Context: an optimization exercise on an open-source flow, tuned for small area. The choices shown serve that exercise and are no tape-out recipe. Function was checked by simulation only, so behaviour that the tests miss may differ from the original. Power is estimated from default activity; no workload was simulated.

File: design/flow/flow/run.sh
#!/bin/bash
# The standard layout (standard.sh) with these changes:
#  - after the standard synthesis, the combinational cells are mapped again by
#    ABC for area (flip-flops, their names and the ports are kept as they are);
#  - input and output ports buffered with buf_1 instead of the default delay cell;
#  - clock tree synthesis without dummy loads and with larger sink clusters.
# Logs: make_synth.log, remap.log and make.log here; each ORFS step in orfs/logs.
set -euo pipefail
source flow/knobs.sh
R=orfs/results/sky130hd/Triadic_ALU/base
bash standard.sh synth > make_synth.log 2>&1
cp $R/1_2_yosys.v $R/1_2_yosys_standard.v
yosys -l remap.log -s flow/remap.ys > /dev/null 2>&1
mv $R/1_2_yosys_remap.v $R/1_2_yosys.v
rm -f $R/1_synth.odb $R/1_synth.sdc
bash standard.sh > make.log 2>&1
File: design/flow/flow/knobs.sh
export BUFFER_PORTS_ARGS="-buffer_cell sky130_fd_sc_hd__buf_1"
export CTS_ARGS="-sink_clustering_enable -repair_clock_nets -dont_use_dummy_load -sink_clustering_size 16 -sink_clustering_max_diameter 60 -buf_list sky130_fd_sc_hd__clkbuf_8"
export GLOBAL_PLACEMENT_ARGS="-keep_resize_below_overflow 0"
File: design/flow/flow/remap.abc
&get -n
&st
&synch2
&nf
&put
File: design/flow/flow/remap.ys
# Map the standard synthesis's combinational logic again, for area. The
# flip-flop cells stay as they are (kept as submodules, then blackboxed), so
# their instance names, cell types and connections do not change.
read_liberty -ignore_miss_func /OpenROAD-flow-scripts/flow/platforms/sky130hd/lib/sky130_fd_sc_hd__tt_025C_1v80.lib
read_verilog orfs/results/sky130hd/Triadic_ALU/base/1_2_yosys_standard.v
hierarchy -top Triadic_ALU
setattr -mod -set keep_hierarchy 1 sky130_fd_sc_hd__df*
flatten
opt_clean
abc -script flow/remap.abc -liberty /OpenROAD-flow-scripts/flow/platforms/sky130hd/lib/sky130_fd_sc_hd__tt_025C_1v80.lib -dont_use sky130_fd_sc_hd__probe_p_8 -dont_use sky130_fd_sc_hd__probec_p_8 -dont_use sky130_fd_sc_hd__lpflow_bleeder_1 -dont_use sky130_fd_sc_hd__lpflow_clkbufkapwr_1 -dont_use sky130_fd_sc_hd__lpflow_clkbufkapwr_16 -dont_use sky130_fd_sc_hd__lpflow_clkbufkapwr_2 -dont_use sky130_fd_sc_hd__lpflow_clkbufkapwr_4 -dont_use sky130_fd_sc_hd__lpflow_clkbufkapwr_8 -dont_use sky130_fd_sc_hd__lpflow_clkinvkapwr_1 -dont_use sky130_fd_sc_hd__lpflow_clkinvkapwr_16 -dont_use sky130_fd_sc_hd__lpflow_clkinvkapwr_2 -dont_use sky130_fd_sc_hd__lpflow_clkinvkapwr_4 -dont_use sky130_fd_sc_hd__lpflow_clkinvkapwr_8 -dont_use sky130_fd_sc_hd__lpflow_decapkapwr_12 -dont_use sky130_fd_sc_hd__lpflow_decapkapwr_3 -dont_use sky130_fd_sc_hd__lpflow_decapkapwr_4 -dont_use sky130_fd_sc_hd__lpflow_decapkapwr_6 -dont_use sky130_fd_sc_hd__lpflow_decapkapwr_8 -dont_use sky130_fd_sc_hd__lpflow_inputiso0n_1 -dont_use sky130_fd_sc_hd__lpflow_inputiso0p_1 -dont_use sky130_fd_sc_hd__lpflow_inputiso1n_1 -dont_use sky130_fd_sc_hd__lpflow_inputiso1p_1 -dont_use sky130_fd_sc_hd__lpflow_inputisolatch_1 -dont_use sky130_fd_sc_hd__lpflow_isobufsrc_1 -dont_use sky130_fd_sc_hd__lpflow_isobufsrc_16 -dont_use sky130_fd_sc_hd__lpflow_isobufsrc_2 -dont_use sky130_fd_sc_hd__lpflow_isobufsrc_4 -dont_use sky130_fd_sc_hd__lpflow_isobufsrc_8 -dont_use sky130_fd_sc_hd__lpflow_isobufsrckapwr_16 -dont_use sky130_fd_sc_hd__lpflow_lsbuf_lh_hl_isowell_tap_1 -dont_use sky130_fd_sc_hd__lpflow_lsbuf_lh_hl_isowell_tap_2 -dont_use sky130_fd_sc_hd__lpflow_lsbuf_lh_hl_isowell_tap_4 -dont_use sky130_fd_sc_hd__lpflow_lsbuf_lh_isowell_4 -dont_use sky130_fd_sc_hd__lpflow_lsbuf_lh_isowell_tap_1 -dont_use sky130_fd_sc_hd__lpflow_lsbuf_lh_isowell_tap_2 -dont_use sky130_fd_sc_hd__lpflow_lsbuf_lh_isowell_tap_4
opt_clean -purge
hilomap -singleton -hicell sky130_fd_sc_hd__conb_1 HI -locell sky130_fd_sc_hd__conb_1 LO
blackbox sky130_fd_sc_hd__*
stat -liberty /OpenROAD-flow-scripts/flow/platforms/sky130hd/lib/sky130_fd_sc_hd__tt_025C_1v80.lib
write_verilog -noattr -noexpr -nohex -nodec orfs/results/sky130hd/Triadic_ALU/base/1_2_yosys_remap.v
File: design/flow/standard.sh
#!/bin/bash
# synth_recipe.tcl (not shown) runs the flow's synth.tcl, then flattens the netlist and writes it again
# the make line also repeats each setting of config.mk as NAME=value (left out here)
make -C /OpenROAD-flow-scripts/flow DESIGN_CONFIG=/design/flow/config.mk WORK_HOME=/design/flow/orfs CLKGATE_MAP_FILE= SYNTH_SCRIPT=/design/flow/synth_recipe.tcl "${@:-finish}"
File: design/flow/config.mk
export PLATFORM = sky130hd
export DESIGN_NAME = Triadic_ALU
export DESIGN_NICKNAME = Triadic_ALU
export VERILOG_FILES = /design/flow/design.v
export SDC_FILE = /design/flow/constraint.sdc
export NUM_CORES = 4
export LEC_CHECK = 0
export CAP_MARGIN = 20
export CORE_MARGIN = 2
export CORE_UTILIZATION = 40
export SETUP_SLACK_MARGIN = 0.05
export SLEW_MARGIN = 20
File: design/flow/constraint.sdc
create_clock -name core_clock -period 3.7 [get_ports {clock}]
set_input_delay 0.7400 -clock core_clock [delete_from_list [all_inputs] [get_ports {clock}]]
set_output_delay 0.7400 -clock core_clock [all_outputs]
set_load 0.01 [all_outputs]
File: design/flow/design.v
`default_nettype none
module Inverter
#(
    parameter       WORD_WIDTH         = 0
)
(
    input   wire                       invert,
    input   wire    [WORD_WIDTH-1:0]   in,
    output  reg     [WORD_WIDTH-1:0]   out
);
    always @(*) begin
        out = (invert == 1'b1) ? ~in : in;
    end
endmodule
`default_nettype none
module Addressed_Mux
#(
    parameter       WORD_WIDTH          = 0,
    parameter       ADDR_WIDTH          = 0,
    parameter       INPUT_COUNT         = 0,
    parameter   TOTAL_WIDTH = WORD_WIDTH * INPUT_COUNT
)
(
    input   wire    [ADDR_WIDTH-1:0]    addr,    
    input   wire    [TOTAL_WIDTH-1:0]   in,
    output  reg     [WORD_WIDTH-1:0]    out
);
    integer i;
    always @(*) begin
        out = {WORD_WIDTH{1'b0}};
        for (i = 0; i < INPUT_COUNT; i = i + 1) begin
            if (addr == i[ADDR_WIDTH-1:0]) begin
                out = in[(i * WORD_WIDTH) +: WORD_WIDTH];
            end
        end
    end
endmodule
`default_nettype none
module Bitwise_2to1_Mux
#(
    parameter WORD_WIDTH = 0
)
(
    input   wire    [WORD_WIDTH-1:0]    select_mask,
    input   wire    [WORD_WIDTH-1:0]    in1,
    input   wire    [WORD_WIDTH-1:0]    in2,
    output  wire    [WORD_WIDTH-1:0]    out
);
    generate
        genvar j;
        for(j = 0; j < WORD_WIDTH; j = j+1) begin: per_bit
            Addressed_Mux
            #(
                .WORD_WIDTH     (1),
                .ADDR_WIDTH     (1),
                .INPUT_COUNT    (2)
            )
            Mux
            (
                .addr           (select_mask[j]),    
                .in             ({in2[j],in1[j]}),
                .out            (out[j])
            );
        end
    endgenerate
endmodule
`default_nettype none
module Dyadic_Boolean_Operator
#(
    parameter WORD_WIDTH                        = 0
)
(
    input   wire    [4-1:0]    op,
    input   wire    [WORD_WIDTH-1:0]            a,
    input   wire    [WORD_WIDTH-1:0]            b,
    output  wire    [WORD_WIDTH-1:0]            o
);
    generate
        genvar i;
        for(i = 0; i < WORD_WIDTH; i = i+1) begin: per_bit
            Addressed_Mux
            #(
                .WORD_WIDTH     (1),
                .ADDR_WIDTH     (2),
                .INPUT_COUNT    (4)
            )
            Operator
            (
                .addr           ({a[i],b[i]}),    
                .in             (op),
                .out            (o[i])
            );
        end
    endgenerate
endmodule
`default_nettype none
module Carryin_Calculator
#(
    parameter WORD_WIDTH = 0
)
(
    input   wire    [WORD_WIDTH-1:0]    A,
    input   wire    [WORD_WIDTH-1:0]    B,
    input   wire    [WORD_WIDTH-1:0]    S,
    output  reg     [WORD_WIDTH-1:0]    Cin
);
    always @(*) begin
        Cin = A ^ B ^ S;
    end
endmodule
`default_nettype none
module AddSub_Ripple_Carry_NoCarry
#(
    parameter               WORD_WIDTH          = 0
)
(
    input   wire    signed  [WORD_WIDTH-1:0]    A,
    input   wire                                A_negative,
    input   wire    signed  [WORD_WIDTH-1:0]    B,
    input   wire                                B_negative,
    output  reg     signed  [WORD_WIDTH-1:0]    sum,
    output  reg                                 carry_out,
    output  reg                                 overflow
);
    localparam ZERO = {WORD_WIDTH{1'b0}};
    wire [WORD_WIDTH-1:0] A_signed;
    wire [WORD_WIDTH-1:0] B_signed;
    Inverter
    #(
        .WORD_WIDTH (WORD_WIDTH)
    )
    A_inv
    (
        .invert     (A_negative),
        .in         (A),
        .out        (A_signed)
    );
    Inverter
    #(
        .WORD_WIDTH (WORD_WIDTH)
    )
    B_inv
    (
        .invert     (B_negative),
        .in         (B),
        .out        (B_signed)
    );
    reg [WORD_WIDTH-1:0] A_negative_ext;
    reg [WORD_WIDTH-1:0] B_negative_ext;
    always @(*) begin
        A_negative_ext = {{WORD_WIDTH-1{1'b0}},A_negative};
        B_negative_ext = {{WORD_WIDTH-1{1'b0}},B_negative};
    end
    always @(*) begin
        {carry_out,sum} = A_signed + B_signed + A_negative_ext + B_negative_ext;
    end
    wire carry_in;
    Carryin_Calculator
    #(
        .WORD_WIDTH (1)
    )
    MSB_Cin
    (
        .A          (A_signed[WORD_WIDTH-1]),
        .B          (B_signed[WORD_WIDTH-1]),
        .S          (sum     [WORD_WIDTH-1]),
        .Cin        (carry_in)
    );
    always @(*) begin
        overflow = carry_in ^ carry_out;  
    end
endmodule
`default_nettype none
module Delay_Line 
#(
    parameter       DEPTH           = 0, 
    parameter       WIDTH           = 0
) 
(
    /*verilator lint_off UNUSED*/
    input   wire                    clock,
    /*verilator lint_on UNUSED*/
    input   wire    [WIDTH-1:0]     in,
    output  reg     [WIDTH-1:0]     out
);
    localparam ZERO = {WIDTH{1'b0}};
    generate
        if (DEPTH == 0) begin
            always @(*) begin
                out = in;
            end
        end
        else begin
            integer i;
            reg [WIDTH-1:0] stage [DEPTH-1:0];
            always @(posedge clock) begin
                stage[0] <= in;
                for(i = 1; i < DEPTH; i = i + 1) begin
                    stage[i] <= stage[i-1];
                end
            end
            always @(*) begin
                out = stage[DEPTH-1];
            end
        end
    endgenerate
endmodule
`default_nettype none
module UpDown_Counter
#(
    parameter WORD_WIDTH      = 0,
    parameter INITIAL_COUNT   = 0   
)
(
    input   wire                        clock,
    input   wire                        up_down,         
    input   wire                        run,             
    input   wire                        wren,            
    input   wire    [WORD_WIDTH-1:0]    write_data,
    output  reg     [WORD_WIDTH-1:0]    count,
    output  reg     [WORD_WIDTH-1:0]    next_count       
);
    localparam ZERO         = {WORD_WIDTH{1'b0}};
    localparam ONE          = {{WORD_WIDTH-1{1'b0}},1'b1};
    localparam MINUS_ONE    = ~ZERO;
    reg [WORD_WIDTH-1:0] increment;
    always @(*) begin
        increment   = (up_down == 1'b1) ? ONE : MINUS_ONE;
        next_count  = (wren    == 1'b1) ? write_data : (count + increment);
    end
    always @(posedge clock) begin
        count <= ((run == 1'b1) || (wren == 1'b1)) ? next_count : count;
    end
endmodule
`default_nettype none
module Thread_Number
#(
    parameter   INITIAL_THREAD                  = 0,
    parameter   THREAD_COUNT                    = 0,
    parameter   THREAD_COUNT_WIDTH              = 0  
)
(
    input   wire                                clock,
    output  wire    [THREAD_COUNT_WIDTH-1:0]    current_thread,
    output  wire    [THREAD_COUNT_WIDTH-1:0]    next_thread
);
    localparam ZERO        = {THREAD_COUNT_WIDTH{1'b0}};
    localparam LAST_THREAD = THREAD_COUNT - 1;
    reg last_thread;
    always @(*) begin
        last_thread = (current_thread == LAST_THREAD [THREAD_COUNT_WIDTH-1:0]);
    end
    UpDown_Counter
    #(
        .WORD_WIDTH     (THREAD_COUNT_WIDTH),
        .INITIAL_COUNT  (INITIAL_THREAD)
    )
    Thread
    (
        .clock          (clock),
        .up_down        (1'b1),          
        .run            (1'b1),          
        .wren           (last_thread),   
        .write_data     (ZERO),
        .count          (current_thread),
        .next_count     (next_thread)
    );
endmodule
`default_nettype none
module RAM_SDP 
#(
    parameter       WORD_WIDTH          = 0,
    parameter       ADDR_WIDTH          = 0,
    parameter       DEPTH               = 0,
    parameter       RAMSTYLE            = "",
    parameter       READ_NEW_DATA       = 0,
    parameter       USE_INIT_FILE       = 0,
    parameter       INIT_FILE           = ""
)
(
    input  wire                         clock,
    input  wire                         wren,
    input  wire     [ADDR_WIDTH-1:0]    write_addr,
    input  wire     [WORD_WIDTH-1:0]    write_data,
    input  wire                         rden,
    input  wire     [ADDR_WIDTH-1:0]    read_addr, 
    output reg      [WORD_WIDTH-1:0]    read_data
);
    localparam ZERO = {WORD_WIDTH{1'b0}};
    reg [WORD_WIDTH-1:0] ram [DEPTH-1:0];
    generate
        if (READ_NEW_DATA == 0) begin
            always @(posedge clock) begin
                if(wren == 1'b1) begin
                    ram[write_addr] <= write_data;
                end
                if(rden == 1'b1) begin
                    read_data <= ram[read_addr];
                end
            end
        end
        /*verilator lint_off BLKSEQ*/
        else begin
            always @(posedge clock) begin
                if(wren == 1'b1) begin
                    ram[write_addr] = write_data;
                end
                if(rden == 1'b1) begin
                    read_data = ram[read_addr];
                end
            end
        end
        /*verilator lint_on BLKSEQ*/
    endgenerate
endmodule
`default_nettype none
module Address_Range_Decoder_Static
#(
    parameter       ADDR_WIDTH          = 0,
    parameter       ADDR_BASE           = 0,
    parameter       ADDR_BOUND          = 0
)
(
    input   wire                        enable,
    input   wire    [ADDR_WIDTH-1:0]    addr,
    output  reg                         hit 
);
    localparam ADDR_COUNT = ADDR_BOUND - ADDR_BASE + 1;
    localparam COUNT_ZERO = {ADDR_COUNT{1'b0}};
    integer                     i;
    reg     [ADDR_COUNT-1:0]    per_addr_match;
    always @(*) begin
        for(i = ADDR_BASE; i <= ADDR_BOUND; i = i + 1) begin : addr_decode
            per_addr_match[i-ADDR_BASE] = (addr == i[ADDR_WIDTH-1:0]);
        end
    end
    reg hit_raw;
    always @(*) begin : is_hit
        hit_raw = | per_addr_match;
        hit     = hit_raw & enable;
    end 
endmodule
`default_nettype none
module R_Flags
#(
    parameter WORD_WIDTH = 0
)
(
    input   wire  [WORD_WIDTH-1:0]  R,
    output  reg                     R_zero,
    output  reg                     R_negative
);
    always @(*) begin
        R_zero     = ~|R;
        R_negative = R[WORD_WIDTH-1];
    end
endmodule
`default_nettype none
module Triadic_ALU_Forward_Path
#(
    parameter       WORD_WIDTH                      = 0
)
(
    input   wire                                    clock,
    input   wire    [20-1:0]   control,     
    input   wire    [WORD_WIDTH-1:0]                A,           
    input   wire    [WORD_WIDTH-1:0]                B,           
    input   wire    [WORD_WIDTH-1:0]                R,           
    input   wire                                    R_zero,      
    input   wire                                    R_negative,  
    input   wire    [WORD_WIDTH-1:0]                S,           
    output  reg     [WORD_WIDTH-1:0]                Ra,          
    output  reg     [WORD_WIDTH-1:0]                Rb,          
    output  wire                                    carry_out,   
    output  wire                                    overflow     
);
    localparam PIPELINE_STAGES              = 4;
    localparam DYADIC_CTRL_WIDTH            = 4;
    localparam R_SELECTOR_CTRL_WIDTH        = 2;
    localparam R_SELECTOR_INPUT_COUNT       = 2**R_SELECTOR_CTRL_WIDTH;
    localparam ADD_SUB_CTRL_WIDTH           = 2;
    localparam ADD_SUB_PIPE_DEPTH           = 2;
    localparam SHIFT_SELECTOR_CTRL_WIDTH    = 2;
    localparam SHIFT_SELECTOR_INPUT_COUNT   = 2**SHIFT_SELECTOR_CTRL_WIDTH;
    localparam SPLIT_SELECTOR_CTRL_WIDTH    = 1;
    localparam SPLIT_SELECTOR_INPUT_COUNT   = 2**SPLIT_SELECTOR_CTRL_WIDTH;
    localparam TRIADIC_DUAL_WIDTH           = 1;
    integer i;
    reg [20-1:0] control_pipeline [PIPELINE_STAGES-1:0];
    always @(*) begin
        control_pipeline[0] = control;
    end
    always @(posedge clock) begin
        for(i = 1; i < PIPELINE_STAGES; i = i+1) begin
            control_pipeline[i] <= control_pipeline[i-1];
        end
    end
    reg [R_SELECTOR_CTRL_WIDTH-1:0]     R_selector      [PIPELINE_STAGES-1:0];
    reg [SPLIT_SELECTOR_CTRL_WIDTH-1:0] split_selector  [PIPELINE_STAGES-1:0];
    reg [SHIFT_SELECTOR_CTRL_WIDTH-1:0] shift_selector  [PIPELINE_STAGES-1:0];
    reg [DYADIC_CTRL_WIDTH-1:0]         dyadic_1        [PIPELINE_STAGES-1:0];
    reg [DYADIC_CTRL_WIDTH-1:0]         dyadic_2        [PIPELINE_STAGES-1:0];
    reg [DYADIC_CTRL_WIDTH-1:0]         dyadic_3        [PIPELINE_STAGES-1:0];
    reg [ADD_SUB_CTRL_WIDTH-1:0]        add_sub         [PIPELINE_STAGES-1:0];
    reg [TRIADIC_DUAL_WIDTH-1:0]        triadic_dual    [PIPELINE_STAGES-1:0];
    always @(*) begin
        for(i = 0; i < PIPELINE_STAGES; i = i+1) begin
            {split_selector[i],shift_selector[i],dyadic_3[i],add_sub[i],triadic_dual[i],dyadic_2[i],dyadic_1[i],R_selector[i]} = control_pipeline[i];
        end
    end
    reg [WORD_WIDTH-1:0] R_zero_mask;
    reg [WORD_WIDTH-1:0] R_negative_mask;
    always @(*) begin
        R_zero_mask     = {WORD_WIDTH{R_zero}};
        R_negative_mask = {WORD_WIDTH{R_negative}};
    end
    wire [WORD_WIDTH-1:0] selected_R_raw;
    Addressed_Mux
    #(
        .WORD_WIDTH     (WORD_WIDTH),
        .ADDR_WIDTH     (R_SELECTOR_CTRL_WIDTH),
        .INPUT_COUNT    (R_SELECTOR_INPUT_COUNT)
    )
    Select_R
    (
        .addr           (R_selector[0]),    
        .in             ({S,R_negative_mask,R_zero_mask,R}),
        .out            (selected_R_raw)
    );
    reg [WORD_WIDTH-1:0] selected_R;
    always @(posedge clock) begin
        selected_R <= selected_R_raw;
    end
    wire [WORD_WIDTH-1:0] D1_raw;
    Dyadic_Boolean_Operator
    #(
        .WORD_WIDTH     (WORD_WIDTH)
    )
    D1
    (
        .op             (dyadic_1[0]),
        .a              (A),
        .b              (B),
        .o              (D1_raw)
    );
    reg [WORD_WIDTH-1:0] D1_out;
    always @(posedge clock) begin
        D1_out <= D1_raw;
    end
    wire [WORD_WIDTH-1:0] D2_raw;
    Dyadic_Boolean_Operator
    #(
        .WORD_WIDTH     (WORD_WIDTH)
    )
    D2
    (
        .op             (dyadic_2[0]),
        .a              (A),
        .b              (B),
        .o              (D2_raw)
    );
    reg [WORD_WIDTH-1:0] D2_out;
    always @(posedge clock) begin
        D2_out <= D2_raw;
    end
    wire [WORD_WIDTH-1:0]   sum_raw;
    wire                    carry_out_raw;
    wire                    overflow_raw;
    AddSub_Ripple_Carry_NoCarry
    #(
        .WORD_WIDTH      (WORD_WIDTH)
    )
    AddSub
    (
        .A              (A),
        .A_negative     (add_sub[0][0]),
        .B              (B),
        .B_negative     (add_sub[0][1]),
        .sum            (sum_raw),
        .carry_out      (carry_out_raw),
        .overflow       (overflow_raw)
    );
    wire [WORD_WIDTH-1:0] sum;
    Delay_Line 
    #(
        .DEPTH  (ADD_SUB_PIPE_DEPTH), 
        .WIDTH  (WORD_WIDTH)
    ) 
    AddSub_pipeline
    (
        .clock  (clock),
        .in     (sum_raw),
        .out    (sum)
    );
    Delay_Line 
    #(
        .DEPTH  (PIPELINE_STAGES), 
        .WIDTH  (2)
    ) 
    Predicates_pipeline
    (
        .clock  (clock),
        .in     ({carry_out_raw,overflow_raw}),
        .out    ({carry_out,overflow})
    );
    wire [WORD_WIDTH-1:0] selected_dyadic_1_raw;
    Bitwise_2to1_Mux
    #(
        .WORD_WIDTH     (WORD_WIDTH)
    )
    SD1
    (
        .select_mask     (selected_R),
        .in1             (D1_out),
        .in2             (D2_out), 
        .out             (selected_dyadic_1_raw)
    );
    reg [WORD_WIDTH-1:0] selected_dyadic_1;
    always @(posedge clock) begin
        selected_dyadic_1 <= selected_dyadic_1_raw;
    end
    wire [WORD_WIDTH-1:0] selected_R_inverted;
    Inverter
    #(
        .WORD_WIDTH     (WORD_WIDTH)
    )
    Triadic_Mode
    (
        .invert (triadic_dual[1]),
        .in     (selected_R),
        .out    (selected_R_inverted)
    );
    wire [WORD_WIDTH-1:0] selected_dyadic_2_raw;
    Bitwise_2to1_Mux
    #(
        .WORD_WIDTH     (WORD_WIDTH)
    )
    SD2
    (
        .select_mask     (selected_R_inverted),
        .in1             (D1_out),
        .in2             (D2_out), 
        .out             (selected_dyadic_2_raw)
    );
    reg [WORD_WIDTH-1:0] selected_dyadic_2;
    always @(posedge clock) begin
        selected_dyadic_2 <= selected_dyadic_2_raw;
    end
    wire [WORD_WIDTH-1:0] D3_raw;
    Dyadic_Boolean_Operator
    #(
        .WORD_WIDTH     (WORD_WIDTH)
    )
    D3
    (
        .op             (dyadic_3[2]),
        .a              (selected_dyadic_2),
        .b              (sum),
        .o              (D3_raw)
    );
    reg [WORD_WIDTH-1:0] D3_out;
    always @(posedge clock) begin
        D3_out <= D3_raw;
    end
    reg [WORD_WIDTH-1:0] selected_dyadic_1_2;
    always @(posedge clock) begin
        selected_dyadic_1_2 <= selected_dyadic_1;
    end
    wire [WORD_WIDTH-1:0] D3_shifted;
    Addressed_Mux
    #(
        .WORD_WIDTH     (WORD_WIDTH),
        .ADDR_WIDTH     (SHIFT_SELECTOR_CTRL_WIDTH),
        .INPUT_COUNT    (SHIFT_SELECTOR_INPUT_COUNT)
    )
    Shift
    (
        .addr           (shift_selector[3]),    
        .in             ({D3_out << 1, $signed(D3_out) >>> 1, $unsigned(D3_out) >>> 1, D3_out}),
        .out            (D3_shifted)
    );
    always @(posedge clock) begin
        Rb <= D3_shifted;
    end
    wire [WORD_WIDTH-1:0] selected_dyadic_1_3;
    Addressed_Mux
    #(
        .WORD_WIDTH     (WORD_WIDTH),
        .ADDR_WIDTH     (SPLIT_SELECTOR_CTRL_WIDTH),
        .INPUT_COUNT    (SPLIT_SELECTOR_INPUT_COUNT)
    )
    Split
    (
        .addr           (split_selector[3]),    
        .in             ({selected_dyadic_1_2,D3_shifted}),
        .out            (selected_dyadic_1_3)
    );
    always @(posedge clock) begin
        Ra <= selected_dyadic_1_3;
    end
endmodule
`default_nettype none
module Triadic_ALU_Feedback_Path
#(
    parameter       WORD_WIDTH          = 0,
    parameter       ADDR_WIDTH          = 0,
    parameter       S_WRITE_ADDR        = 0,
    parameter       S_RAMSTYLE          = "",
    parameter       S_READ_NEW_DATA     = 0,
    parameter       THREAD_COUNT        = 0,
    parameter       THREAD_COUNT_WIDTH  = 0
)
(
    input   wire                        clock,
    input   wire    [WORD_WIDTH-1:0]    Ra,          
    input   wire    [WORD_WIDTH-1:0]    Rb,          
    input   wire    [ADDR_WIDTH-1:0]    DB,          
    input   wire                        IO_Ready,
    input   wire                        Cancel,
    output  wire    [WORD_WIDTH-1:0]    R,           
    output  wire                        R_zero,      
    output  wire                        R_negative,  
    output  wire    [WORD_WIDTH-1:0]    S            
);
    localparam INPUT_SYNC_DEPTH  = 2;
    localparam INPUT_SYNC_WIDTH  = 1 + 1 + ADDR_WIDTH + WORD_WIDTH + WORD_WIDTH;
    localparam OUTPUT_SYNC_DEPTH = 1;
    localparam OUTPUT_SYNC_WIDTH = 1 + 1 + WORD_WIDTH + WORD_WIDTH;
    wire                    IO_Ready_stage2;
    wire                    Cancel_stage2;
    wire [ADDR_WIDTH-1:0]   DB_stage2;
    wire [WORD_WIDTH-1:0]   Ra_stage2;
    wire [WORD_WIDTH-1:0]   Rb_stage2;
    Delay_Line 
    #(
        .DEPTH  (INPUT_SYNC_DEPTH-1), 
        .WIDTH  (INPUT_SYNC_WIDTH)
    ) 
    Input_Sync_Stage3
    (
        .clock  (clock),
        .in     ({IO_Ready,          Cancel,         DB,         Ra,         Rb}),
        .out    ({IO_Ready_stage2,   Cancel_stage2,  DB_stage2,  Ra_stage2,  Rb_stage2})
    );
    reg not_nop;
    always @(*) begin
        not_nop = (IO_Ready_stage2 == 1'b1) & (Cancel_stage2 == 1'b0);
    end
    wire S_wren_stage2;
    Address_Range_Decoder_Static
    #(
        .ADDR_WIDTH     (ADDR_WIDTH),
        .ADDR_BASE      (S_WRITE_ADDR),
        .ADDR_BOUND     (S_WRITE_ADDR) 
    )
    S_ADDR_MATCH
    (
        .enable         (not_nop),
        .addr           (DB_stage2),
        .hit            (S_wren_stage2)   
    );
    wire                    S_wren_stage1;
    wire [WORD_WIDTH-1:0]   Ra_stage1;
    wire [WORD_WIDTH-1:0]   Rb_stage1;
    Delay_Line 
    #(
        .DEPTH  (1), 
        .WIDTH  (WORD_WIDTH + WORD_WIDTH + 1)
    ) 
    Input_Sync_Stage2
    (
        .clock  (clock),
        .in     ({S_wren_stage2,  Ra_stage2,  Rb_stage2}),
        .out    ({S_wren_stage1,  Ra_stage1,  Rb_stage1})
    );
    wire [THREAD_COUNT_WIDTH-1:0] S_thread_write;
    wire [THREAD_COUNT_WIDTH-1:0] S_thread_read;
    Thread_Number
    #(
        .INITIAL_THREAD     (0),
        .THREAD_COUNT       (THREAD_COUNT),
        .THREAD_COUNT_WIDTH (THREAD_COUNT_WIDTH)
    )
    TN_S
    (
        .clock              (clock),
        .current_thread     (S_thread_write),
        .next_thread        (S_thread_read)
    );
    wire [WORD_WIDTH-1:0] S_stage0;
    RAM_SDP 
    #(
        .WORD_WIDTH     (WORD_WIDTH),
        .ADDR_WIDTH     (THREAD_COUNT_WIDTH),
        .DEPTH          (THREAD_COUNT),
        .RAMSTYLE       (S_RAMSTYLE),
        .READ_NEW_DATA  (S_READ_NEW_DATA),
        .USE_INIT_FILE  (0),
        .INIT_FILE      ()
    )
    S_Register
    (
        .clock          (clock),
        .wren           (S_wren_stage1),
        .write_addr     (S_thread_write),
        .write_data     (Rb_stage1),
        .rden           (1'b1),
        .read_addr      (S_thread_read), 
        .read_data      (S_stage0)
    );
    wire R_zero_raw;
    wire R_negative_raw;
    R_Flags
    #(
        .WORD_WIDTH (WORD_WIDTH)
    )
    R_Flags
    (
        .R          (Ra_stage1),
        .R_zero     (R_zero_raw),
        .R_negative (R_negative_raw)
    );
    reg  R_zero_stage0;
    reg  R_negative_stage0;
    always @(posedge clock) begin
        R_zero_stage0       <= R_zero_raw;
        R_negative_stage0   <= R_negative_raw;
    end
    reg [WORD_WIDTH-1:0] Ra_stage0;
    always @(posedge clock) begin
        Ra_stage0 <= Ra_stage1;
    end
    Delay_Line 
    #(
        .DEPTH  (OUTPUT_SYNC_DEPTH), 
        .WIDTH  (OUTPUT_SYNC_WIDTH)
    ) 
    Output_Sync
    (
        .clock  (clock),
        .in     ({Ra_stage0, R_zero_stage0,  R_negative_stage0,  S_stage0}),
        .out    ({R,         R_zero,         R_negative,         S})
    );
endmodule
`default_nettype none
module Triadic_ALU
#(
    parameter       WORD_WIDTH                      = 36,
    parameter       ADDR_WIDTH                      = 12,
    parameter       S_WRITE_ADDR                    = 3072,
    parameter       S_RAMSTYLE                      = "",
    parameter       S_READ_NEW_DATA                 = 0,
    parameter       THREAD_COUNT                    = 8,
    parameter       THREAD_COUNT_WIDTH              = 3,
    parameter       WRITE_RETIME_STAGES             = 3
)
(
    input   wire                                    clock,
    input   wire                                    IO_Ready,
    input   wire                                    Cancel,
    input   wire    [ADDR_WIDTH-1:0]                DB,          
    input   wire    [20-1:0]   control,     
    input   wire    [WORD_WIDTH-1:0]                A,           
    input   wire    [WORD_WIDTH-1:0]                B,           
    output  wire    [WORD_WIDTH-1:0]                Ra,          
    output  wire    [WORD_WIDTH-1:0]                Rb,          
    output  wire                                    carry_out,   
    output  wire                                    overflow     
);
    localparam W = WORD_WIDTH;
    wire [1:0]  R_selector   = control[1:0];
    wire [3:0]  dyadic_1     = control[5:2];
    wire [3:0]  dyadic_2     = control[9:6];
    wire        triadic_dual = control[10];
    wire [1:0]  add_sub      = control[12:11];
    wire [3:0]  dyadic_3     = control[16:13];
    wire [1:0]  shift        = control[18:17];
    wire        split        = control[19];
    reg [7*W-1:0]   Ra_line;     
    reg [6*W-1:0]   Rb_line;     
    reg [7:0]       pred_line;   
    reg [8*W-1:0]   S_ring;      
    reg [2:0]       S_addr_hit;  
    reg [2:0]       S_wren;      
    wire [W-1:0] R          = Ra_line[7*W-1:6*W];
    wire         R_zero     = ~|R;
    wire         R_negative = R[W-1];
    wire [W-1:0] S          = S_ring[8*W-1:7*W];
    reg [W-1:0] X;
    always @(*) begin
        case (R_selector)
            2'd0:      X = R;
            2'd1: X = {W{R_zero}};
            2'd2:  X = {W{R_negative}};
            default:        X = S;
        endcase
    end
    reg [W-1:0] D1, D2, T1, T2, D3;
    integer i;
    always @(*) begin
        for (i = 0; i < W; i = i + 1) begin
            D1[i] = dyadic_1[{A[i], B[i]}];
            D2[i] = dyadic_2[{A[i], B[i]}];
        end
        T1 = (D2 & X) | (D1 & ~X);
        T2 = (D2 & (X ^ {W{triadic_dual}})) | (D1 & ~(X ^ {W{triadic_dual}}));
    end
    wire [W-1:0] A_signed = A ^ {W{add_sub[0]}};
    wire [W-1:0] B_signed = B ^ {W{add_sub[1]}};
    wire [W:0]   sum_full = A_signed + B_signed + add_sub[0] + add_sub[1];
    wire [W-1:0] sum      = sum_full[W-1:0];
    wire         co       = sum_full[W];
    wire         ov       = A_signed[W-1] ^ B_signed[W-1] ^ sum[W-1] ^ co;
    always @(*) begin
        for (i = 0; i < W; i = i + 1) begin
            D3[i] = dyadic_3[{T2[i], sum[i]}];
        end
    end
    reg [W-1:0] Ra_1, Rb_1;
    reg [1:0]   shift_1;
    reg         split_1;
    reg [W-1:0] Rb_shifted;
    always @(*) begin
        case (shift_1)
            2'd0:         Rb_shifted = Rb_1;
            2'd1:        Rb_shifted = {1'b0, Rb_1[W-1:1]};
            2'd2: Rb_shifted = {Rb_1[W-1], Rb_1[W-1:1]};
            default:             Rb_shifted = {Rb_1[W-2:0], 1'b0};
        endcase
    end
    wire [W-1:0] Ra_2 = split_1 ? Ra_1 : Rb_shifted;
    always @(posedge clock) begin
        Ra_1       <= T1;
        Rb_1       <= D3;
        shift_1    <= shift;
        split_1    <= split;
        Ra_line    <= {Ra_line[6*W-1:0], Ra_2};
        Rb_line    <= {Rb_line[5*W-1:0], Rb_shifted};
        pred_line  <= {pred_line[5:0], co, ov};
        S_addr_hit <= {S_addr_hit[1:0], DB == S_WRITE_ADDR[ADDR_WIDTH-1:0]};
        S_wren     <= {S_wren[1:0], S_addr_hit[2] & IO_Ready & ~Cancel};
        S_ring     <= {S_ring[7*W-1:0], S_wren[2] ? Rb_line[6*W-1:5*W] : S};
    end
    assign Ra                   = Ra_line[3*W-1:2*W];
    assign Rb                   = Rb_line[3*W-1:2*W];
    assign {carry_out,overflow} = pred_line[7:6];
endmodule
==> summary.txt, run 1 <==
Job
  • Max Cap Viol: 0

Timing
  • Final Cycle Share: 96.6%
  • Final WS setup: 0.127 ns
  • Min Tclk post-route: 3.57 ns
  • Setup Skew: 0.0665 ns
  • Fmax: 280 MHz
  • Finish-stage setup viols: 0
  • Final-report max-slew violation count: 0
  • Worst slew pin tran: 1.05 ns
  • RSZ-0062 raised after global routing: true
  • Hold Fails Final Rpt: 0
  • Max transition margin: 29.2%

Clock tree
  • CTS Buf Count: 68
  • CTS tree: yes
  • H-tree Lvls: 3
  • Longest Clk Path Bufs: 3
  • Worst-path clk slew: 0.09 ns
  • Num Clock Sinks: 845
  • Clock latency (worst-skew pair): 0.67 ns
  • Clk root buf: clkbuf_8
  • CTS Hold Bufs: 0

GRT
  • Vias in the first global route: 15500
  • Antenna violations before repair: 23
  • Largest net degree at the start of global routing: 41
  • First-pass GRT wire length: 91200 um
  • GRT Total Usage: 18.1%
  • Grt ovf: 0

Synthesis
  • Cells after Synth: 1920
  • Total number of yosys warnings: 1
  • Synthesized cell area: 25500 sq um
  • Avg Inst Size Synth: 13.3 sq um
  • Synth Net Count: 2027

Floorplanning
  • Rows: 92
  • Die H: 257 um
  • Core Area: 63100 sq um
  • I/O Pins: 181
  • Die W: 257 um
  • Die area: 65800 sq um
  • Initial Utilization: 40.4%

Route
  • Via count: 15300
  • Initial drt markers: 889
  • Post-route DRC: 0
  • Routed vias/inst: 5.02
  • Detailed Route WL: 60000 um
  • WL/cell: 19.6 um
  • Final ANT Viol Nets: 0
  • Total iterations of the first detailed-routing run: 5

Run status
  • Status: timing/DRC/antenna clean

Critical path
  • Critical path data required time: 4.18 ns
  • Critical Path Sink Type: flop
  • Arrival time at the worst endpoint: 4.06 ns
  • Setup CP Type: flop to flop
  • Startpoint Class: flop
  • Crit path max fanout: 15

Placed design
  • Pre-CTS WS: -1.06 ns
  • Post-DP HPWL: 43400 um
  • Routability Congestion: 0.910
  • I/O Buffers: 180

Power and ir drop
  • Lkg Pwr: 11.3 nW
  • Final Total Pwr: 19.6 mW
  • Power per Cell Area: 672 nW/um^2
  • Highest ir drop seen on vdd: 0.265 mV

Min path
  • Worst hold path type: primary input to flop

Finish
  • Synth-to-Final Area Change: 14.5%
  • Multi-input logic area: 8790 sq um
  • Final #Nets: 2308
  • Layout cell share with drive strength beyond 1: 10.6%
  • Post-layout util: 46.3%
  • # fillers: 5725
  • Register Area: 16900 sq um
==> layout by cell type, fill, tap and decap left out, drive strengths merged, types with 22 or more instances in the layout <==
master / instances
clkbuf: 69
nand2: 73
o22ai: 34
xnor2: 174
o31ai: 36
mux2i: 72
buf: 209
mux2: 82
nor2: 165
a21oi: 130
mux4: 81
o21ai: 22
dfxtp: 845
xor2: 48
==> worst paths after layout <==
path              cells after the start                    to  slack, ns                 start
hold / removal                        1    shift_1[0]$_DFF_P_       0.18           control[17]
hold reg to reg                       0  Ra_line[251]$_DFF_P_       0.27  Ra_line[215]$_DFF_P_
setup reg to reg                     13      Rb_1[27]$_DFF_P_       0.13  Ra_line[221]$_DFF_P_
setup / recovery                     13      Rb_1[27]$_DFF_P_       0.13  Ra_line[221]$_DFF_P_
==> layer usage <==
metal  GRT usage [%]  share of wire (%)  vias up
li1                -                  -     7244
met3            4.56                6.4      142
met2            29.4                 47      445
met4            8.09                3.2       30
met1            22.9                 43     7456
met5               0               0.31        -
==> report_power, final <==
group,internal [mW],total [mW],switching (mW)
clock,1.65,4.32,2.67
combinational,1.45,3.42,1.97
sequential,11.1,11.9,0.773
==> flip-flops by register name, indices dropped and copies added (netlist names) <==
name and flops:
Ra_line 252, Rb_1 36, S_ring 288, split_1 1, Rb_line 216, pred_line 8, Ra_1 36, S_wren 3
S_addr_hit 3, shift_1 2
==> cell type report <==
cell class              count  area share [%]
multi-input cells        1067            30.1
clock buffers              68            3.20
repair buffers            211            4.98
flip-flops and latches    845            57.9
well taps                 846            3.62
diodes                      8          0.0685
inverters                   8           0.103
==> repair_timing <==
action	CTS	global route
setup buffers	1	2
gates resized for setup	11	30
pin swaps	2	10
endpoints found under the setup margin	14	15
gates cloned	1	1
==> per-stage QoR <==
stage	hold WS, ns	TNS (ns)	instance area (sq um)	instances
2_1_floorplan	0.310	0	25500	1920
3_3_place_gp	0.310	-328.93	27200	2946
3_5_place_dp	0.312	-21.31	28000	2972
4_1_cts	0.122	0	29000	3042
5_1_grt	0.168	-0.0163	29200	3053
6_report	0.181	0	29200	3053
==> critical path, cell delays in order, from the launching register on <==
cell	delay, ns
dfxtp_1	0.32
nor4_1	0.90
nand4_1	0.21
nor3_2	0.27
nor2_4	0.15
buf_16	0.20
buf_16	0.16
nor2_1	0.13
a21oi_1	0.09
xnor2_1	0.20
mux2i_1	0.35
nor2b_1	0.08
a211oi_1	0.24
a21oi_1	0.07
==> inputs of run 2 (changes only) <==
--- a/design/flow/config.mk
+++ b/design/flow/config.mk
@@ -7,3 +7,3 @@
 export LEC_CHECK = 0
-export CAP_MARGIN = 20
+export CAP_MARGIN = 0
 export CORE_MARGIN = 2
@@ -11,2 +11,2 @@
 export SETUP_SLACK_MARGIN = 0.05
-export SLEW_MARGIN = 20
+export SLEW_MARGIN = 0
==> summary.txt, run 2 <==
Floorplanning
  • Core Area: 63100 sq um
  • Rows: 92
  • I/O Pins: 181
  • Die H: 257 um
  • Die area: 65800 sq um
  • Initial Utilization: 40.4%
  • Die W: 257 um

Critical path
  • Setup CP Type: primary input to flop
  • Critical path data required time: 4.25 ns
  • Critical Path Sink Type: flop
  • Crit path max fanout: 16
  • Arrival time at the worst endpoint: 4.05 ns
  • Startpoint Class: primary input

Synthesis
  • Avg Inst Size Synth: 13.3 sq um
  • Cells after Synth: 1920
  • Total number of yosys warnings: 1
  • Synthesized cell area: 25500 sq um
  • Synth Net Count: 2027

Finish
  • Layout cell share with drive strength beyond 1: 9.76%
  • Post-layout util: 45.5%
  • Commonest non-fill, non-tap cell in the layout: dfxtp_1
  • Most frequent cells in the layout: dfxtp_1, xnor2_1, nor2_1, buf_1, a21oi_1
  • Regs by FF count: S_ring: 288 flops, Ra_line: 252 flops, Rb_line: 216 flops
  • Synth-to-Final Area Change: 12.7%
  • Largest register FFs: 288
  • Final #Nets: 2292
  • Biggest register: S_ring

Route
  • Total iterations of the first detailed-routing run: 5
  • Post-route DRC: 0
  • Initial drt markers: 825
  • Detailed Route WL: 59700 um
  • WL/cell: 19.7 um
  • Via count: 15200
  • Routed vias/inst: 5.02
  • Final ANT Viol Nets: 0

GRT
  • Grt ovf: 0
  • First-pass GRT wire length: 90400 um
  • Vias in the first global route: 15300
  • Largest net degree at the start of global routing: 41
  • GRT Total Usage: 18.0%
  • Antenna violations before repair: 18

Timing
  • Max transition margin: 31.6%
  • Hold_ws: 0.182 ns
  • Hold Fails Final Rpt: 0
  • Fmax: 286 MHz
  • Final Cycle Share: 94.6%
  • Final WS setup: 0.200 ns
  • Final-report max-slew violation count: 0
  • Worst slew pin tran: 1.02 ns
  • Finish-stage setup viols: 0
  • Fin Setup TNS: 0 ns
  • Setup Skew: 0.0646 ns
  • RSZ-0062 raised after global routing: true
  • Min Tclk post-route: 3.50 ns

Power and ir drop
  • Lkg Pwr: 11.1 nW
  • Clock share of power: 21.9%
  • Comb power frac: 17.2%
  • Power per Cell Area: 679 nW/um^2
  • Highest ir drop seen on vdd: 0.341 mV
  • Psw: 5.38 mW
  • Seq pwr share: 60.9%
  • Final Total Pwr: 19.5 mW
  • Sw Ratio: 27.6%
  • P_int: 14.1 mW

Placed design
  • Routability Congestion: 0.910
  • Post-DP HPWL: 40700 um
  • Pre-CTS WS: -0.996 ns
  • I/O Buffers: 180

Clock tree
  • Longest Clk Path Bufs: 3
  • Num Clock Sinks: 845
  • Worst-path clk slew: 0.09 ns
  • CTS tree: yes
  • CTS Buf Count: 67
  • H-tree Lvls: 3
  • Clk root buf: clkbuf_8
  • Clock latency (worst-skew pair): 0.67 ns
  • CTS Hold Bufs: 0

Min path
  • Worst hold path type: primary input to flop

Run status
  • Status: timing/DRC/antenna clean

Job
  • Max Cap Viol: 0
==> run 2: repair_timing <==
item | 4_1_cts | 5_1_grt
gates cloned | 2 | 0
endpoints found under the setup margin | 9 | 22
gates resized for setup | 8 | 25
pin swaps | 0 | 10
endpoints found under the hold margin | 0 | 0
buffers inserted | 0 | 4
==> run 2: stage by stage <==
stage | area, sq um | std cells
3_3_place_gp | 27200 | 2946
6_report | 28700 | 3034
4_1_cts | 28500 | 3025
3_5_place_dp | 27500 | 2956
2_1_floorplan | 25500 | 1920
5_1_grt | 28700 | 3033
==> run 2: cell type report <==
class	count	area (sq um)
sequential	845	16900
fill	5803	34300
timing repair buffer	196	1030
multi-input combinational	1067	8760
inverter	8	30.0
tap	846	1060
clock buffer	67	922
antenna	5	12.5
==> run 2: worst max-delay path, stage by stage <==
cell and delay [ns]:
buf_6 0.20, buf_12 0.20, xnor2_1 0.17, xnor2_1 0.14
maj3_2 0.36, o21ai_4 0.20, a21oi_2 0.10, o211ai_1 0.27
a31oi_4 0.19, o21a_2 0.28, o21ai_0 0.32, a21oi_1 0.14
xnor2_1 0.20, mux4_2 0.51
==> run 2: per-layer routing <==
metal,part of all wire (%),track usage [%]
met1,44,22.7
met2,46,29.0
met3,6.2,4.70
met4,3.6,8.01
met5,0.30,0
==> run 2: worst paths after layout <==
kind / from / to / slack [ns] / cells after the start
min reg2reg: Ra_line[179]$_DFF_P_ / Ra_line[215]$_DFF_P_ / 0.29 / 0
min: control[18] / shift_1[1]$_DFF_P_ / 0.18 / 1
max reg2reg: Ra_line[240]$_DFF_P_ / Rb_1[15]$_DFF_P_ / 0.42 / 12
max: control[11] / Rb_1[23]$_DFF_P_ / 0.20 / 14
==> run 2: power by group through the flow <==
stage	sequential [mW]	clock [mW]	combinational, mW
floorplan	11.9	0	2.10
global placement	12.0	0	3.18
detailed placement	12.1	0	3.24
CTS	11.9	4.45	3.29
global route	12.1	4.78	3.67
finish	11.9	4.28	3.35
==> inputs of run 3 (changes only) <==
==> design/flow/flow/knobs.sh (replaced) <==
export BUFFER_PORTS_ARGS="-buffer_cell sky130_fd_sc_hd__buf_1"
export CTS_ARGS="-sink_clustering_enable -repair_clock_nets -dont_use_dummy_load -sink_clustering_size 9 -sink_clustering_max_diameter 50 -buf_list sky130_fd_sc_hd__clkbuf_4"
export GLOBAL_PLACEMENT_ARGS="-keep_resize_below_overflow 0"
==> summary.txt, run 3 <==
Run status
  • Status: timing/DRC/antenna clean

Power and ir drop
  • Power per Cell Area: 672 nW/um^2
  • Sw Ratio: 28.0%
  • Final Total Pwr: 19.2 mW
  • Psw: 5.38 mW
  • Lkg Pwr: 11.1 nW
  • Highest ir drop seen on vdd: 0.299 mV
  • Comb power frac: 17.3%
  • Seq pwr share: 61.8%
  • Clock share of power: 20.9%
  • P_int: 13.8 mW

Critical path
  • Critical path data required time: 4.46 ns
  • Setup CP Type: primary input to flop
  • Startpoint Class: primary input
  • R2R Setup Slk: 0.26 ns
  • Critical Path Sink Type: flop
  • Crit path max fanout: 16
  • Arrival time at the worst endpoint: 4.20 ns

Synthesis
  • Avg Inst Size Synth: 13.3 sq um
  • Synth Net Count: 2027
  • Total number of yosys warnings: 1
  • Synthesized cell area: 25500 sq um
  • Cells after Synth: 1920

Floorplanning
  • Rows: 92
  • Initial Utilization: 40.4%
  • Die area: 65800 sq um
  • I/O Pins: 181
  • Die W: 257 um
  • Core Area: 63100 sq um
  • Die H: 257 um

Finish
  • Regs by FF count: S_ring: 288 flops, Ra_line: 252 flops, Rb_line: 216 flops
  • Final #Nets: 2340
  • Commonest non-fill, non-tap cell in the layout: dfxtp_1
  • Most frequent cells in the layout: dfxtp_1, xnor2_1, nor2_1, buf_1, a21oi_1
  • Layout cell share with drive strength beyond 1: 11.0%
  • # fillers: 5861
  • Post-Layout Cell Count: 3084
  • Biggest register: S_ring
  • Largest register FFs: 288
  • Synth-to-Final Area Change: 12.2%

Route
  • Post-route DRC: 0
  • Via count: 15500
  • Final ANT Viol Nets: 0
  • Total iterations of the first detailed-routing run: 5
  • Routed vias/inst: 5.01
  • Detailed Route WL: 59800 um
  • WL/cell: 19.4 um
  • Initial drt markers: 792

Job
  • Max Cap Viol: 0

Timing
  • Fmax: 290 MHz
  • Setup Skew: 0.0929 ns
  • Min Tclk post-route: 3.44 ns
  • Max transition margin: 30.0%
  • Worst slew pin tran: 1.05 ns
  • RSZ-0062 raised after global routing: false
  • Finish-stage setup viols: 0
  • Final Cycle Share: 93.1%
  • Final-report max-slew violation count: 0
  • Hold Fails Final Rpt: 0

Clock tree
  • Longest Clk Path Bufs: 3
  • Clk root buf: clkbuf_4
  • CTS Buf Count: 110
  • H-tree Lvls: 3
  • Clock latency (worst-skew pair): 0.90 ns
  • Num Clock Sinks: 845
  • CTS tree: yes
  • Worst-path clk slew: 0.09 ns

GRT
  • Grt ovf: 0
  • Vias in the first global route: 15700
  • Largest net degree at the start of global routing: 41
  • GRT Total Usage: 18.1%
  • First-pass GRT wire length: 91100 um
  • Antenna violations before repair: 22

Placed design
  • I/O Buffers: 180
  • Placed insts: 2956
  • Routability Congestion: 0.910
  • Post-DP HPWL: 40700 um

Min path
  • Worst hold path type: flop to flop
[run 3: area by class of cell]
class	instances	area [sq um]	share of cell area, %
Antenna cell	7	17.5	0.0612
Clock buffer	110	826	2.88
Inverter	8	30.0	0.105
Multi-Input combinational cell	1067	8710	30.4
Sequential cell	845	16900	59.1
Tap cell	846	1060	3.70
Timing Repair Buffer	201	1060	3.72
[run 3: worst max-delay path, cell delays in order]
cell and delay [ns]:
buf_4 0.29, buf_12 0.21, xnor2_1 0.17, xnor2_1 0.14, maj3_1 0.43, o21ai_4 0.21, a21oi_2 0.11, o211ai_1 0.27
a31oi_4 0.20, o41ai_4 0.40, and2_1 0.22, a21oi_1 0.09, xnor2_1 0.20, mux4_2 0.51
[run 3: what timing repair did]
item                                    CTS  global route
endpoints found under the setup margin    3            18
setup buffers                             0             1
gates resized for setup                   2            23
hold buffers                              8             0
pin swaps                                 0             4
endpoints found under the hold margin     5             0
gates cloned                              0             2
[run 3: metal layers]
| metal | global-route usage [%] | vias to the layer above | share of wire (%) |
|---|---|---|---|
| met5 | 0 | - | 0.32 |
| met4 | 8.16 | 30 | 3.3 |
| met3 | 5.36 | 146 | 7.2 |
| met2 | 29.1 | 473 | 46 |
| met1 | 22.5 | 7465 | 43 |
| li1 | - | 7348 | - |
[run 3: power groups by stage]
stage	Sequential (mW)	Clock (mW)	Combinational (mW)
after floorplan	11.9	0	2.10
after global placement	12.0	0	3.18
after detailed placement	12.1	0	3.24
after CTS	11.9	4.23	3.27
after global routing	12.1	4.61	3.64
final	11.9	4.03	3.32
[run 3: final timing paths]
check | to | from | depth (start not counted)
worst max-delay path | Rb_1[31]$_DFF_P_ | control[11] | 14
worst min register to register | Rb_line[36]$_DFF_P_ | Rb_line[0]$_DFF_P_ | 0
worst max register to register | Rb_1[9]$_DFF_P_ | Ra_line[236]$_DFF_P_ | 12
worst min-delay path | Rb_line[36]$_DFF_P_ | Rb_line[0]$_DFF_P_ | 0
[run 3: through the flow]
step / hold slack [ns] / setup WS [ns] / util, % / area, sq um / TNS [ns]
after global routing: 0.268 / 0.0650 / 45.4 / 28600 / 0
after detailed placement: 0.312 / -0.996 / 43.6 / 27500 / -18.97
after floorplan: 0.310 / 0.0394 / - / 25500 / 0
final: 0.267 / 0.255 / 45.4 / 28600 / 0
after CTS: 0.255 / 0.0583 / 45.1 / 28400 / 0
after global placement: 0.310 / -3.69 / 43.2 / 27200 / -328.93
==> inputs of run 4 (changes only) <==
==> design/flow/flow/remap.abc (replaced) <==
&get -n
&st
&dc2
&synch2
&nf
&put
--- a/design/flow/config.mk
+++ b/design/flow/config.mk
@@ -10,2 +10,3 @@
 export CORE_UTILIZATION = 40
+export PLACE_DENSITY = 0.8
 export SETUP_SLACK_MARGIN = 0.05
==> summary.txt, run 4 <==
Clock tree
  • Num Clock Sinks: 845
  • CTS Buf Count: 107
  • CTS tree: yes
  • H-tree Lvls: 3
  • Worst-path clk slew: 0.09 ns
  • Clk root buf: clkbuf_4
  • Longest Clk Path Bufs: 3
  • Clock latency (worst-skew pair): 0.91 ns

Min path
  • Worst hold path type: primary input to flop

Placed design
  • I/O Buffers: 180
  • Routability Congestion: 0.919
  • Post-DP Area: 27400 sq um
  • Pre-CTS WS: -1.31 ns
  • Post-DP HPWL: 41200 um

Floorplanning
  • Core Area: 62900 sq um
  • Die W: 256 um
  • Initial Utilization: 40.3%
  • I/O Pins: 181
  • Die area: 65400 sq um
  • Die H: 256 um
  • Rows: 92

Job
  • Max Cap Viol: 0

Power and ir drop
  • Lkg Pwr: 11.1 nW
  • Final Total Pwr: 19.3 mW
  • Highest ir drop seen on vdd: 0.457 mV
  • Power per Cell Area: 672 nW/um^2

Critical path
  • Critical path's largest stage delay: 0.53 ns
  • Crit path max fanout: 16
  • Critical path, cell by cell: buf_12 > buf_12 > buf_4 > xnor2_1 > xnor2_2 > xor2_1 > nand3_1 > o21a_1 > o21ai_2 > a41oi_1 > o31ai_2 > nand2_1 > a41oi_2 > a31oi_1 > xnor2_1 > mux4_2
  • Critical Path Sink Type: flop
  • Setup CP Type: primary input to flop
  • Arrival time at the worst endpoint: 4.31 ns
  • Startpoint Class: primary input
  • Critical path data required time: 4.44 ns
  • Worst path slowest cell: mux4_2

Route
  • Via count: 15100
  • WL/cell: 19.9 um
  • Post-route DRC: 0
  • Detailed Route WL: 59700 um
  • Final ANT Viol Nets: 0
  • Routed vias/inst: 5.04
  • Total iterations of the first detailed-routing run: 5
  • Initial drt markers: 1280

Timing
  • Worst slew pin tran: 0.878 ns
  • Max transition margin: 41.3%
  • Min Tclk post-route: 3.57 ns
  • Fmax: 280 MHz
  • Final WS setup: 0.128 ns
  • Hold Fails Final Rpt: 0
  • Final Cycle Share: 96.5%
  • Finish-stage setup viols: 0
  • Setup Skew: 0.110 ns
  • Final-report max-slew violation count: 0
  • RSZ-0062 raised after global routing: true

Finish
  • Multi-input logic area: 8660 sq um
  • # fillers: 5554
  • Final #Nets: 2264
  • Register Area: 16900 sq um
  • Largest register FFs: 288
  • Post-route cell area: 28600 sq um
  • Most frequent cells in the layout: dfxtp_1, nor2_1, buf_1
  • Synth-to-Final Area Change: 13.1%
  • Regs by FF count: S_ring: 288 flops, Ra_line: 252 flops, Rb_line: 216 flops
  • Layout cell share with drive strength beyond 1: 13.4%
  • Commonest non-fill, non-tap cell in the layout: dfxtp_1
  • Biggest register: S_ring

GRT
  • Antenna violations before repair: 14
  • Vias in the first global route: 15300
  • GRT Total Usage: 18.0%
  • Largest net degree at the start of global routing: 37
  • Grt ovf: 0
  • First-pass GRT wire length: 90900 um

Synthesis
  • Cells after Synth: 1844
  • Synthesized cell area: 25300 sq um
  • Total number of yosys warnings: 1
  • Avg Inst Size Synth: 13.7 sq um
  • Synth Net Count: 1951

Run status
  • Status: timing/DRC/antenna clean
[run 4: worst paths after layout]
| kind | end | slack, ns | depth (start not counted) | startpoint |
|---|---|---|---|---|
| max | Rb_1[29]$_DFF_P_ | 0.13 | 16 | control[12] |
| min | S_wren[0]$_DFF_P_ | 0.09 | 2 | IO_Ready |
| max reg2reg | Rb_1[10]$_DFF_P_ | 0.32 | 12 | Ra_line[248]$_DFF_P_ |
| min reg2reg | Rb_line[81]$_DFF_P_ | 0.24 | 0 | Rb_line[45]$_DFF_P_ |
[run 4: report_power, final]
| group | total (mW) | switching, mW | internal [mW] |
|---|---|---|---|
| Sequential | 11.9 | 0.744 | 11.2 |
| Clock | 3.97 | 2.64 | 1.32 |
| Combinational | 3.34 | 1.92 | 1.41 |
| Total | 19.3 | 5.31 | 13.9 |
[run 4: final cells by class]
class,count,area share (%)
Sequential cell,845,59.1
Multi-Input combinational cell,987,30.2
Inverter,12,0.157
Clock buffer,107,2.80
Antenna cell,6,0.0524
Tap cell,846,3.69
Timing Repair Buffer,204,3.99
[run 4: what timing repair did]
item | 4_1_cts | 5_1_grt
endpoints found under the setup margin | 19 | 9
pin swaps | 0 | 6
gates cloned | 2 | 2
hold buffers | 4 | 0
buffers inserted | 0 | 6
endpoints found under the hold margin | 2 | 0
gates resized for setup | 9 | 23
[run 4: per-stage QoR]
stage	cells	utilization (%)	TNS [ns]	hold WS (ns)
after CTS	2993	45.2	0	0.0123
after global routing	3004	45.6	-0.0372	0.0101
after floorplan	1844	-	-0.331	0.310
after global placement	2870	43.3	-245.68	0.310
final	3007	45.6	0	0.0932
after detailed placement	2880	43.7	-36.85	0.312
[run 4: per-layer routing]
layer  routed length [um]  GRT usage [%]  up-vias  part of all wire [%]
met5                  103              0        -                  0.17
met4                 1520           5.15       16                   2.5
met3                 5590           6.09      143                   9.4
met2                27000           28.3      617                    45
met1                25500           23.8     7335                    43
li1                     -              -     7034                     -
[run 4: critical path: cells and delay by family]
kind,cells,cell delay (ns)
AO/OA/AOI/OAI,6,1.30
XOR/XNOR,4,1.00
multiplexers,1,0.53
buffers and inverters,3,0.44
AND/OR/NAND/NOR,2,0.28
==> inputs of run 5 (changes only) <==
==> design/flow/flow/remap.abc (replaced) <==
&get -n
&st
&synch2
&nf
&put
==> summary.txt, run 5 <==
Synthesis
  • Synthesized cell area: 25500 sq um
  • Avg Inst Size Synth: 13.3 sq um
  • Total number of yosys warnings: 1
  • Synth Net Count: 2027
  • Cells after Synth: 1920

Finish
  • Layout cell share with drive strength beyond 1: 10.7%
  • Biggest register: S_ring
  • Post-Layout Cell Count: 3082
  • Final #Nets: 2332
  • Most frequent cells in the layout: dfxtp_1, xnor2_1, nor2_1
  • # fillers: 5625
  • Largest register FFs: 288
  • Multi-input logic area: 8710 sq um
  • Synth-to-Final Area Change: 12.1%
  • Commonest non-fill, non-tap cell in the layout: dfxtp_1
  • Register Area: 16900 sq um
  • Regs by FF count: S_ring: 288 flops, Ra_line: 252 flops, Rb_line: 216 flops

Critical path
  • Crit path max fanout: 14
  • Critical path data required time: 4.45 ns
  • Startpoint Class: primary input
  • Arrival time at the worst endpoint: 4.24 ns
  • Setup CP Type: primary input to flop
  • CP Launch Point: control[12]
  • RR Startpoint: Ra_line[235]$_DFF_P_
  • Critical Path Sink Type: flop

Clock tree
  • H-tree Lvls: 3
  • CTS tree: yes
  • CTS Buf Count: 105
  • Worst-path clk slew: 0.10 ns
  • Clock latency (worst-skew pair): 0.88 ns
  • Clk root buf: clkbuf_4
  • Longest Clk Path Bufs: 3
  • Num Clock Sinks: 845

Floorplanning
  • Rows: 92
  • Die H: 257 um
  • I/O Pins: 181
  • Die W: 257 um
  • Core Area: 63100 sq um
  • Initial Utilization: 40.4%
  • Die area: 65800 sq um

Timing
  • Worst slew pin tran: 1.03 ns
  • Final-report max-slew violation count: 0
  • Final Cycle Share: 94.2%
  • Min Tclk post-route: 3.49 ns
  • Final WS setup: 0.214 ns
  • Hold Fails Final Rpt: 0
  • Max transition margin: 31.4%
  • Hold_ws: 0.116 ns
  • RSZ-0062 raised after global routing: true
  • Fin Setup TNS: 0 ns
  • Setup Skew: 0.115 ns
  • Fmax: 287 MHz
  • Finish-stage setup viols: 0

Placed design
  • Routability Congestion: 0.879
  • I/O Buffers: 180
  • Pre-CTS WS: -1.27 ns
  • Post-DP HPWL: 42000 um
  • Placed insts: 2956

Route
  • Final ANT Viol Nets: 0
  • Initial drt markers: 954
  • Total iterations of the first detailed-routing run: 5
  • Via count: 15600
  • Routed vias/inst: 5.08
  • Detailed Route WL: 60200 um
  • Post-route DRC: 0
  • WL/cell: 19.5 um

Power and ir drop
  • Comb power frac: 17.5%
  • Sw Ratio: 28.1%
  • Power per Cell Area: 672 nW/um^2
  • Seq pwr share: 62.0%
  • Highest ir drop seen on vdd: 0.252 mV
  • Clock share of power: 20.5%
  • P_int: 13.8 mW
  • Psw: 5.40 mW
  • Lkg Pwr: 11.1 nW

Run status
  • Status: timing/DRC/antenna clean

Job
  • Max Cap Viol: 0

GRT
  • GRT Total Usage: 18.1%
  • Largest net degree at the start of global routing: 49
  • Grt ovf: 0
  • First-pass GRT wire length: 91400 um
  • Antenna violations before repair: 30
  • Vias in the first global route: 16200

Min path
  • HP Start: DB[11]
  • Worst hold path type: primary input to flop
run 5: cell types whose count changed in the layout (fill, tap and decap cells not counted), moves of 8 or more:
cell      previous run  this run
nor2b_1             10        18
xor2_1              64        47
a211oi_1             7        20
o31ai_1              2        36
xnor2_1            123       170
mux4_2             103        81
mux2_1             108        82
nor2_1             173       164
nor3_1               7        20
mux2i_1             43        72
a21oi_1             92       128
run 5: metal layers:
metal | GRT usage (%) | share of wire [%] | vias up
met3 | 4.81 | 7.1 | 221
met1 | 20.4 | 40 | 7517
met2 | 30.8 | 48 | 553
met5 | 0 | 0.31 | -
li1 | - | - | 7324
met4 | 10.3 | 4.6 | 32
run 5: what timing repair did:
item	CTS	global route
hold endpoints to repair	4	0
setup buffers	0	2
pin swaps	0	3
hold buffers	4	0
setup endpoints to repair	32	16
cloned	0	2
resized for setup	9	14
run 5: path summary, 6_finish.rpt:
kind / end / slack (ns) / cells past startpoint
max reg2reg: Rb_1[27]$_DFF_P_ / 0.23 / 12
min reg2reg: Ra_line[39]$_DFF_P_ / 0.25 / 0
max: Rb_1[29]$_DFF_P_ / 0.21 / 14
min: S_addr_hit[0]$_DFF_P_ / 0.12 / 3
run 5: power by group through the flow:
stage                     registers, mW  clock network, mW  logic (mW)
after floorplan                    11.9                  0        2.10
after global placement             12.0                  0        3.19
after detailed placement           12.1                  0        3.27
after CTS                          11.9               4.09        3.31
after global routing               12.1               4.43        3.65
final                              11.9               3.94        3.36
run 5: cell type report:
| class | count | area share [%] |
|---|---|---|
| diodes | 13 | 0.114 |
| clock buffers | 105 | 2.76 |
| inverters | 8 | 0.105 |
| multi-input cells | 1067 | 30.5 |
| flip-flops and latches | 845 | 59.2 |
| well taps | 846 | 3.70 |
| repair buffers | 198 | 3.67 |
run 5: stage by stage:
| step | total power, mW | utilization [%] | cell area, sq um |
|---|---|---|---|
| floorplan | 14.0 | - | 25500 |
| global placement | 15.2 | 43.2 | 27200 |
| detailed placement | 15.4 | 43.6 | 27500 |
| CTS | 19.3 | 45.0 | 28400 |
| global route | 20.2 | 45.3 | 28600 |
| finish | 19.2 | 45.3 | 28600 |
run 5: worst max-delay path, stage by stage:
cell      delay [ns]
buf_6           0.19
buf_12          0.20
xnor2_1         0.11
nor2_1          0.23
xor2_2          0.31
o211ai_1        0.16
a31oi_2         0.31
o211ai_1        0.21
a31oi_4         0.35
o21a_1          0.25
a211oi_1        0.12
o31ai_1         0.31
xnor2_1         0.19
mux4_2          0.52
==> inputs of run 6 (changes only) <==
--- a/design/flow/config.mk
+++ b/design/flow/config.mk
@@ -13 +13,2 @@
 export SLEW_MARGIN = 0
+export TNS_END_PERCENT = 30
==> summary.txt, run 6 <==
Finish
  • Regs by FF count: S_ring: 288 flops, Ra_line: 252 flops, Rb_line: 216 flops
  • Biggest register: S_ring
  • Multi-input logic area: 8700 sq um
  • Most frequent cells in the layout: dfxtp_1, xnor2_1, nor2_1, buf_1, a21oi_1
  • Register Area: 16900 sq um
  • Post-layout util: 45.4%
  • # fillers: 5646
  • Synth-to-Final Area Change: 12.2%
  • Largest register FFs: 288
  • Final #Nets: 2336
  • Commonest non-fill, non-tap cell in the layout: dfxtp_1
  • Layout cell share with drive strength beyond 1: 10.9%
  • Post-route cell area: 28600 sq um

Timing
  • RSZ-0062 raised after global routing: true
  • Worst slew pin tran: 0.997 ns
  • Max transition margin: 33.5%
  • Setup Skew: 0.168 ns
  • Min Tclk post-route: 3.54 ns
  • Final Cycle Share: 95.7%
  • Hold Fails Final Rpt: 0
  • Hold_ws: 0.116 ns
  • Finish-stage setup viols: 0
  • Fmax: 282 MHz
  • Fin Setup TNS: 0 ns
  • Final-report max-slew violation count: 0

Clock tree
  • Num Clock Sinks: 845
  • Clk root buf: clkbuf_4
  • Clock latency (worst-skew pair): 0.93 ns
  • Worst-path clk slew: 0.09 ns
  • CTS tree: yes
  • Longest Clk Path Bufs: 3
  • CTS Buf Count: 106
  • H-tree Lvls: 3

Synthesis
  • Synth Net Count: 2027
  • Total number of yosys warnings: 1
  • Avg Inst Size Synth: 13.3 sq um
  • Synthesized cell area: 25500 sq um
  • Cells after Synth: 1920

Min path
  • HP Start: IO_Ready
  • Hold Crit Depth: 3
  • Hold Path Sink: S_wren[0]$_DFF_P_
  • Worst hold path type: primary input to flop

Route
  • Total iterations of the first detailed-routing run: 5
  • Post-route DRC: 0
  • WL/cell: 19.7 um
  • Detailed Route WL: 60900 um
  • Final ANT Viol Nets: 0
  • Routed vias/inst: 5.07
  • Via count: 15600
  • Initial drt markers: 907

Floorplanning
  • Die area: 65800 sq um
  • Initial Utilization: 40.4%
  • Rows: 92
  • Die W: 257 um
  • I/O Pins: 181
  • Die H: 257 um
  • Core Area: 63100 sq um

Placed design
  • Post-DP HPWL: 42300 um
  • I/O Buffers: 180
  • Routability Congestion: 0.866
  • Post-DP Area: 27500 sq um

Critical path
  • Crit Reg-Reg Endpoint: Rb_1[18]$_DFF_P_
  • Arrival time at the worst endpoint: 4.23 ns
  • RR Startpoint: Ra_line[216]$_DFF_P_
  • Startpoint Class: primary input
  • Critical Path Sink Type: flop
  • R2R Setup Slk: 0.20 ns
  • Crit path max fanout: 16
  • FF-to-FF path depth: 12
  • Setup CP Type: primary input to flop
  • Critical path data required time: 4.38 ns

Run status
  • Status: timing/DRC/antenna clean

Power and ir drop
  • Lkg Pwr: 11.1 nW
  • Highest ir drop seen on vdd: 0.257 mV
  • Power per Cell Area: 673 nW/um^2

GRT
  • Grt ovf: 0
  • GRT Total Usage: 18.2%
  • Largest net degree at the start of global routing: 54
  • First-pass GRT wire length: 91900 um
  • Antenna violations before repair: 25
  • Vias in the first global route: 16100

Job
  • Max Cap Viol: 0
run 6: area by class of cell:
| cell class | count | share of cell area (%) |
|---|---|---|
| Sequential cell | 845 | 59.1 |
| Multi-Input combinational cell | 1067 | 30.4 |
| Timing Repair Buffer | 201 | 3.82 |
| Tap cell | 846 | 3.70 |
| Clock buffer | 106 | 2.78 |
| Inverter | 8 | 0.105 |
| Antenna cell | 11 | 0.0962 |
run 6: critical path: stages:
cell and delay, ns:
buf_6 0.21, buf_16 0.21, xnor2_1 0.17, xor2_1 0.32, xor2_1 0.16, a22o_1 0.22, a21oi_1 0.31, o211ai_1 0.21
a31oi_4 0.28, o21a_1 0.25, a211oi_2 0.11, o31ai_1 0.31, xnor2_1 0.19, mux4_2 0.51
run 6: worst max path at each step:
stage                     start                to  cells past startpoint
floorplan                  A[1]  Rb_1[31]$_DFF_P_                     12
global placement     control[0]  Rb_1[27]$_DFF_P_                      9
detailed placement  control[11]  Rb_1[29]$_DFF_P_                     14
CTS                 control[11]  Rb_1[29]$_DFF_P_                     14
global route        control[11]  Rb_1[29]$_DFF_P_                     14
finish              control[11]  Rb_1[29]$_DFF_P_                     14
run 6: where the power goes:
| group | internal [mW] | leakage (nW) | switching (mW) | total (mW) |
|---|---|---|---|---|
| sequential | 11.1 | 7.01 | 0.816 | 11.9 |
| combinational | 1.39 | 3.56 | 1.97 | 3.37 |
| clock | 1.31 | 0.488 | 2.66 | 3.97 |
| total | 13.8 | 11.1 | 5.45 | 19.3 |
run 6: what timing repair did:
item	CTS	global route
setup buffers	0	4
hold buffers	4	0
hold endpoints to repair	4	0
setup endpoints to repair	28	8
pin swaps	0	4
cloned	0	2
gates resized for setup	9	12
run 6: routing by layer:
layer	routed length (um)	track usage [%]	vias to the layer above
met5	166	0	-
met2	29900	30.8	501
met3	4560	6.22	164
met1	23800	20.3	7601
li1	-	-	7336
met4	2350	9.80	28
run 6: through the flow:
stage          total power, mW  setup slack, ns  instances
2_1_floorplan             14.0           0.0394       1920
3_3_place_gp              15.2            -3.29       2946
3_5_place_dp              15.4            -1.18       2957
4_1_cts                   19.4           0.0618       3067
5_1_grt                   20.2           0.0405       3082
6_report                  19.3            0.158       3084
